What follows belongs to an exercise in optimizing a design on an open flow for small area; a production flow would make more cautious choices. RTL that was checked went through simulation tests only; none was proved equivalent to the original. Power figures rest on the tool's default switching activity, not on a simulated workload.

## old
Design FloatingPointMultiplier, start of the top module:
module FloatingPointMultiplier(
	input wire [26 : 0] in_1,
	input wire [26 : 0] in_2,
	input wire clk_pll,
	output wire [26 : 0] out
    );
export LEC_CHECK = 0
export CAP_MARGIN = 20
export CORE_MARGIN = 2
export CORE_UTILIZATION = 40
export CTS_BUF_LIST = sky130_fd_sc_hd__clkbuf_4 sky130_fd_sc_hd__clkbuf_8
export SLEW_MARGIN = 20
export SYNTH_HIERARCHICAL = 1
create_clock -name core_clock -period 6.8 [get_ports {clk_pll}]
standard.sh (not shown) runs the stock make flow with config.mk's settings and CLKGATE_MAP_FILE= SYNTH_SCRIPT=/design/flow/synth_recipe.tcl, a recipe that flattens the netlist after the stock synthesis.
==> flow/flow/run.sh <==
#!/bin/bash
# Layout flow: the standard synthesis and layout, with
# - the smallest buffer cell for the port buffers instead of the one
#   buffer_ports picks by default,
# - every combinational cell sized down before global placement
#   (flow/downsize.tcl), so that timing repair sizes up only what it needs,
# - timing-driven global placement that does not keep the buffers its
#   virtual repair inserts (GPL_KEEP_OVERFLOW=0); timing is repaired later,
# - input port buffers with many loads sized up to buf_2 after global
#   placement (flow/portbuf.tcl),
# - clock tree synthesis without dummy loads.
set -euo pipefail
bash standard.sh synth > synth.log 2>&1
bash standard.sh 'BUFFER_PORTS_ARGS=-buffer_cell sky130_fd_sc_hd__buf_1' \
  "PRE_GLOBAL_PLACE_TCL=$PWD/flow/downsize.tcl" GPL_KEEP_OVERFLOW=0 \
  "POST_GLOBAL_PLACE_TCL=$PWD/flow/portbuf.tcl" \
  'CTS_ARGS=-sink_clustering_enable -repair_clock_nets -dont_use_dummy_load -buf_list {sky130_fd_sc_hd__clkbuf_4 sky130_fd_sc_hd__clkbuf_8}' \
  finish > layout.log 2>&1
Other scripts of this flow, unchanged in this note and not shown: flow/flow/downsize.tcl, flow/flow/portbuf.tcl
What new does differently from old at the input level:
--- a/flow/design.v
+++ b/flow/design.v
@@ -1,56 +1,50 @@
 `timescale 1ns / 1ps
 module FPExpAdder(
 	input wire [7 : 0] in,
 	input wire [7 : 0] change,
 	output wire [7 : 0] nout
     );
-	wire [8 : 0] c;
-	wire [7 : 0] s;
+	wire [7 : 0] c;
+	wire [6 : 0] s;
 	HalfAdder ha0 (.a(in[0]), .b(change[0]), .s(s[0]), .co(c[1]));
 	genvar i;
 	generate
-		for (i = 1; i < 8; i = i + 1) begin : bit_add
+		for (i = 1; i < 7; i = i + 1) begin : bit_add
 			FullAdder fa (.a(in[i]), .b(change[i]), .ci(c[i]), .s(s[i]), .co(c[i + 1]));
 		end
 	endgenerate
-	wire ovf;
-	Xor2 x_ovf (.a(c[7]), .b(c[8]), .y(ovf));
-	wire set_ones = ovf & ~in[7];
-	wire nset_zeros = ~(ovf & in[7]);
-	assign nout[6 : 0] = ~((s[6 : 0] | {7{set_ones}}) & {7{nset_zeros}});
-	Xnor2 x_sign (.a(s[7]), .b(ovf), .y(nout[7]));
+	wire set_ones = ~in[7] & ~change[7] & c[7];
+	wire nset_zeros = ~(in[7] & change[7] & ~c[7]);
+	assign nout[6 : 0] = ~((s | {7{set_ones}}) & {7{nset_zeros}});
+	wire nboth, nneither;
+	Nand2 n_both (.a(in[7]), .b(change[7]), .y(nboth));
+	Nor2 n_neither (.a(in[7]), .b(change[7]), .y(nneither));
+	Oa21 o_sign (.a(nneither), .b(c[7]), .c(nboth), .y(nout[7]));
 endmodule
 module FPExpDec(
 	input wire [7 : 0] nin,
 	input wire norm,
 	output wire [7 : 0] out
     );
-	wire [7 : 0] z;
-	assign z[0] = 1'b1;
-	genvar i;
-	generate
-		for (i = 1; i < 8; i = i + 1) begin : zero_chain
-			assign z[i] = z[i - 1] & nin[i - 1];
-		end
-	endgenerate
-	wire min_exp = ~nin[7] & z[7];
+	wire min_exp = ~nin[7] & (&nin[6 : 0]);
 	wire dec = ~(norm | min_exp);
-	wire [7 : 0] nflip;
-	assign nflip[0] = ~dec;
+	wire [7 : 0] b;
+	wire [6 : 0] nout;
+	assign b[0] = dec;
+	genvar i;
 	generate
-		for (i = 1; i < 8; i = i + 1) begin : flip_bit
-			Nand2 n_flip (.a(dec), .b(z[i]), .y(nflip[i]));
-		end
-		for (i = 0; i < 8; i = i + 1) begin : out_bit
-			Xor2 x_out (.a(nin[i]), .b(nflip[i]), .y(out[i]));
+		for (i = 0; i < 7; i = i + 1) begin : borrow
+			HalfAdder ha (.a(nin[i]), .b(b[i]), .s(nout[i]), .co(b[i + 1]));
+			Inv inv (.a(nout[i]), .y(out[i]));
 		end
 	endgenerate
+	Xnor2 x_top (.a(nin[7]), .b(b[7]), .y(out[7]));
 endmodule
 `timescale 1ns / 1ps
 module FloatingPointMultiplier(
 	input wire [26 : 0] in_1,
 	input wire [26 : 0] in_2,
 	input wire clk_pll,
 	output wire [26 : 0] out
     );
 	wire pp_0_0 = ~(in_1[0] & in_2[0]);
@@ -1275,34 +1269,35 @@
 	wire n170;
 	Xor2 u_xor2_24 (.a(n69), .b(n154), .y(n170));
 	wire n171;
 	Xnor2 u_xnor2_19 (.a(n71), .b(n137), .y(n171));
 	wire n172;
 	Xor2 u_xor2_25 (.a(n73), .b(n155), .y(n172));
 	wire n173;
 	Xnor2 u_xnor2_20 (.a(n21), .b(n140), .y(n173));
 	wire n174;
-	Xnor2 u_xnor2_21 (.a(f524), .b(n141), .y(n174));
-	wire [35 : 17] nprod = {n174, n173, n172, n171, n170, n169, n168, n167, n166, n165, n164, n163, n162, n161, n160, n159, n158, n157, n156};
+	Xor2 u_xor2_26 (.a(f524), .b(n141), .y(n174));
+	wire [34 : 17] nprod = {n173, n172, n171, n170, n169, n168, n167, n166, n165, n164, n163, n162, n161, n160, n159, n158, n157, n156};
+	wire prod35 = n174;
 	wire [7 : 0] nexp_sum;
 	FPExpAdder fp_exp_adder (
 		.in(in_1[25 : 18]),
 		.change(in_2[25 : 18]),
 		.nout(nexp_sum)
 	);
 	reg pipe_sign;
 	reg [7 : 0] pipe_nexp;
 	reg pipe_norm;
 	reg [34 : 17] pipe_nprod;
 	always @(posedge clk_pll)
 	begin
 		pipe_sign <= in_1[26] ^ in_2[26];
-		pipe_norm <= ~nprod[35];
+		pipe_norm <= prod35;
 		pipe_nprod <= nprod[34 : 17];
 		pipe_nexp <= nexp_sum;
 	end
 	wire [7 : 0] exp_out;
 	FPExpDec fp_exp_dec (
 		.nin(pipe_nexp),
 		.norm(pipe_norm),
 		.out(exp_out)
 	);
@@ -1329,18 +1324,21 @@
 module Or2(input wire a, input wire b, output wire y);
 	assign y = a | b;
 endmodule
 module Aoi21(input wire a, input wire b, input wire c, output wire y);
 	assign y = ~(a | (b & c));
 endmodule
 module Aoi22(input wire a1, input wire a2, input wire b1, input wire b2, output wire y);
 	assign y = ~((a1 & a2) | (b1 & b2));
 endmodule
+module Oa21(input wire a, input wire b, input wire c, output wire y);
+	assign y = (a | b) & c;
+endmodule
 module Oai21(input wire a, input wire b, input wire c, output wire y);
 	assign y = ~(a & (b | c));
 endmodule
 module Nand2(input wire a, input wire b, output wire y);
 	assign y = ~(a & b);
 endmodule
 module Nor2(input wire a, input wire b, output wire y);
 	assign y = ~(a | b);
 endmodule
Max freq old -> new: improved. Final worst slack: old and new compared, lower one is old. Between old and new, the routed wire length figures differ only marginally. On fraction of final layout cells with drive strength greater than 1, old tracks new almost exactly. Changes observed in new relative to old: die area closely matched the old numbers, overall power after layout increased by about 1.1% relative to the old numbers. Against old, net total in the final layout in new rose slightly. Compared with old, clock power in new increased by a few percent. For the global-route wire length before repair, new came in 2.2% higher than old did.
No run of this note included a check of the RTL's function; only the layout flow was run.

* * *

FloatingPointMultiplier, a different RTL version from the one above (not shown whole).
Size in the first run: roughly 9500 µm² of cells after synthesis.
==> module FPExpAdder, before the edit <==
module FPExpAdder(
	input wire [7 : 0] in,
	input wire [7 : 0] change,
	output wire [7 : 0] nout
    );
	wire [7 : 0] c;
	wire [6 : 0] s;
	HalfAdder ha0 (.a(in[0]), .b(change[0]), .s(s[0]), .co(c[1]));
	genvar i;
	generate
		for (i = 1; i < 7; i = i + 1) begin : bit_add
			FullAdder fa (.a(in[i]), .b(change[i]), .ci(c[i]), .s(s[i]), .co(c[i + 1]));
		end
	endgenerate
	wire set_ones = ~in[7] & ~change[7] & c[7];
	wire nset_zeros = ~(in[7] & change[7] & ~c[7]);
	generate
		for (i = 0; i < 7; i = i + 1) begin : sat_bit
			Oai21 o_sat (.a(nset_zeros), .b(s[i]), .c(set_ones), .y(nout[i]));
		end
	endgenerate
	wire nboth, nneither;
	Nand2 n_both (.a(in[7]), .b(change[7]), .y(nboth));
	Nor2 n_neither (.a(in[7]), .b(change[7]), .y(nneither));
	Oa21 o_sign (.a(nneither), .b(c[7]), .c(nboth), .y(nout[7]));
endmodule
==> module Oa21, before the edit <==
module Oa21(input wire a, input wire b, input wire c, output wire y);
	assign y = (a | b) & c;
endmodule
export LEC_CHECK = 0
export CAP_MARGIN = 20
export CORE_MARGIN = 2
export CORE_UTILIZATION = 40
export CTS_BUF_LIST = sky130_fd_sc_hd__clkbuf_4 sky130_fd_sc_hd__clkbuf_8
export SLEW_MARGIN = 20
export SYNTH_HIERARCHICAL = 1
create_clock -name core_clock -period 6.8 [get_ports {clk_pll}]
==> flow/flow/downsize.tcl <==
# Before global placement: give every combinational cell the smallest-area
# variant of its own cell (same function and pins). Timing repair later sizes up only what needs it.
set db [ord::get_db]
set block [ord::get_db_block]
set swapped 0
foreach inst [$block getInsts] {
  set master [$inst getMaster]
  set name [$master getName]
  if {![regexp {^(sky130_fd_sc_hd__([a-z0-9]+))_([0-9]+)$} $name -> base kind size]} { continue }
  # leave sequential, clock, tap, fill and delay cells alone
  if {[regexp {^(df|dl|sdf|edf|sedf|clk|tap|fill|decap|conb|diode|lpflow|probe|dly|macro)} $kind]} { continue }
  set best $master
  foreach s {0 1 2 4 6 8 12 16} {
    set m [$db findMaster "${base}_$s"]
    if {$m == "NULL" || $m == ""} { continue }
    if {[$m getWidth] < [$best getWidth]} {
      set best $m
    }
  }
  if {$best != $master} {
    $inst swapMaster $best
    incr swapped
  }
}
puts "downsize.tcl: swapped $swapped instances to smaller cells"
==> flow/flow/portbuf.tcl <==
# After global placement: an input port buffer that drives many cells gets the
# next size up (buf_2) rather than having the timing repair pick a clock or
# delay buffer for it later.
set db [ord::get_db]
set block [ord::get_db_block]
set buf2 [$db findMaster sky130_fd_sc_hd__buf_2]
set n 0
foreach inst [$block getInsts] {
  if {[[$inst getMaster] getName] != "sky130_fd_sc_hd__buf_1"} { continue }
  foreach it [$inst getITerms] {
    if {[$it isOutputSignal]} {
      set net [$it getNet]
      if {$net != "NULL" && [llength [$net getITerms]] > 8} {
        $inst swapMaster $buf2
        incr n
      }
    }
  }
}
puts "portbuf.tcl: sized up $n buffers driving more than 7 cells"
Scripts as last shown in full above: flow/flow/run.sh
The baseline ran to the end with no violations.
Then changed:
--- a/flow/design.v
+++ b/flow/design.v
@@ -3,28 +3,23 @@
 	input wire [7 : 0] in,
 	input wire [7 : 0] change,
 	output wire [7 : 0] nout
     );
-	wire [7 : 0] c;
-	wire [6 : 0] s;
+	wire [8 : 0] c;
+	wire [7 : 0] s;
 	HalfAdder ha0 (.a(in[0]), .b(change[0]), .s(s[0]), .co(c[1]));
 	genvar i;
 	generate
-		for (i = 1; i < 7; i = i + 1) begin : bit_add
+		for (i = 1; i < 8; i = i + 1) begin : bit_add
 			FullAdder fa (.a(in[i]), .b(change[i]), .ci(c[i]), .s(s[i]), .co(c[i + 1]));
 		end
 	endgenerate
-	wire set_ones = ~in[7] & ~change[7] & c[7];
-	wire nset_zeros = ~(in[7] & change[7] & ~c[7]);
-	generate
-		for (i = 0; i < 7; i = i + 1) begin : sat_bit
-			Oai21 o_sat (.a(nset_zeros), .b(s[i]), .c(set_ones), .y(nout[i]));
-		end
-	endgenerate
-	wire nboth, nneither;
-	Nand2 n_both (.a(in[7]), .b(change[7]), .y(nboth));
-	Nor2 n_neither (.a(in[7]), .b(change[7]), .y(nneither));
-	Oa21 o_sign (.a(nneither), .b(c[7]), .c(nboth), .y(nout[7]));
+	wire ovf;
+	Xor2 x_ovf (.a(c[7]), .b(c[8]), .y(ovf));
+	wire set_ones = ovf & ~in[7];
+	wire nset_zeros = ~(ovf & in[7]);
+	assign nout[6 : 0] = ~((s[6 : 0] | {7{set_ones}}) & {7{nset_zeros}});
+	Xnor2 x_sign (.a(s[7]), .b(ovf), .y(nout[7]));
 endmodule
 module FPExpDec(
 	input wire [7 : 0] nin,
 	input wire norm,
@@ -1333,11 +1328,8 @@
 endmodule
 module Aoi22(input wire a1, input wire a2, input wire b1, input wire b2, output wire y);
 	assign y = ~((a1 & a2) | (b1 & b2));
 endmodule
-module Oa21(input wire a, input wire b, input wire c, output wire y);
-	assign y = (a | b) & c;
-endmodule
 module Oai21(input wire a, input wire b, input wire c, output wire y);
 	assign y = ~(a & (b | c));
 endmodule
 module Nand2(input wire a, input wire b, output wire y);
Effect: The new run finished with timing, DRC and antenna clean; clock-buffer cell count does not change; global-route usage is about the same; clock power is lower by about 2%; die area is higher by 0.36%; non-clock buffer count stays the same; cell count stays flat.

## what the ideal ports hide
In the flow no input, the clock included, has a driving cell. The finished layouts below were timed again as built, in two steps. Step 1, drivers: a clkbuf_16 drives clk_pll and a buf_2 each remaining input, both assumed. Step 2 also shifts input and output timing later by t, the mid clock arrival at the registers, as if the neighbouring blocks saw the same clock. Three values: no drivers, after step 1, after step 2; two values: the first two.
run	shift t [ns]	setup WS [ns]	worst hold slack (ns)	clock arrival spread, ns	pins driven straight from the clock port
old	0.289	0.241 / 0.247 / -0.043	1.286 / 1.293 / 1.582	0.007 / 0.007	1
new	0.298	0.289 / 0.279 / -0.019	1.270 / 1.264 / 1.562	0.001 / 0.002	1
the first run of note 2	0.294	0.360 / 0.361 / 0.067	1.272 / 1.268 / 1.563	0.002 / 0.001	1
the second run of note 2	0.292	0.323 / 0.329 / 0.037	1.283 / 1.280 / 1.572	0.012 / 0.012	1
With both steps, setup timing fails in old and new, where it was met with ideal ports. For new, which loses most, drivers alone change the setup slack by -0.010 ns; drivers and shift together by -0.308 ns.
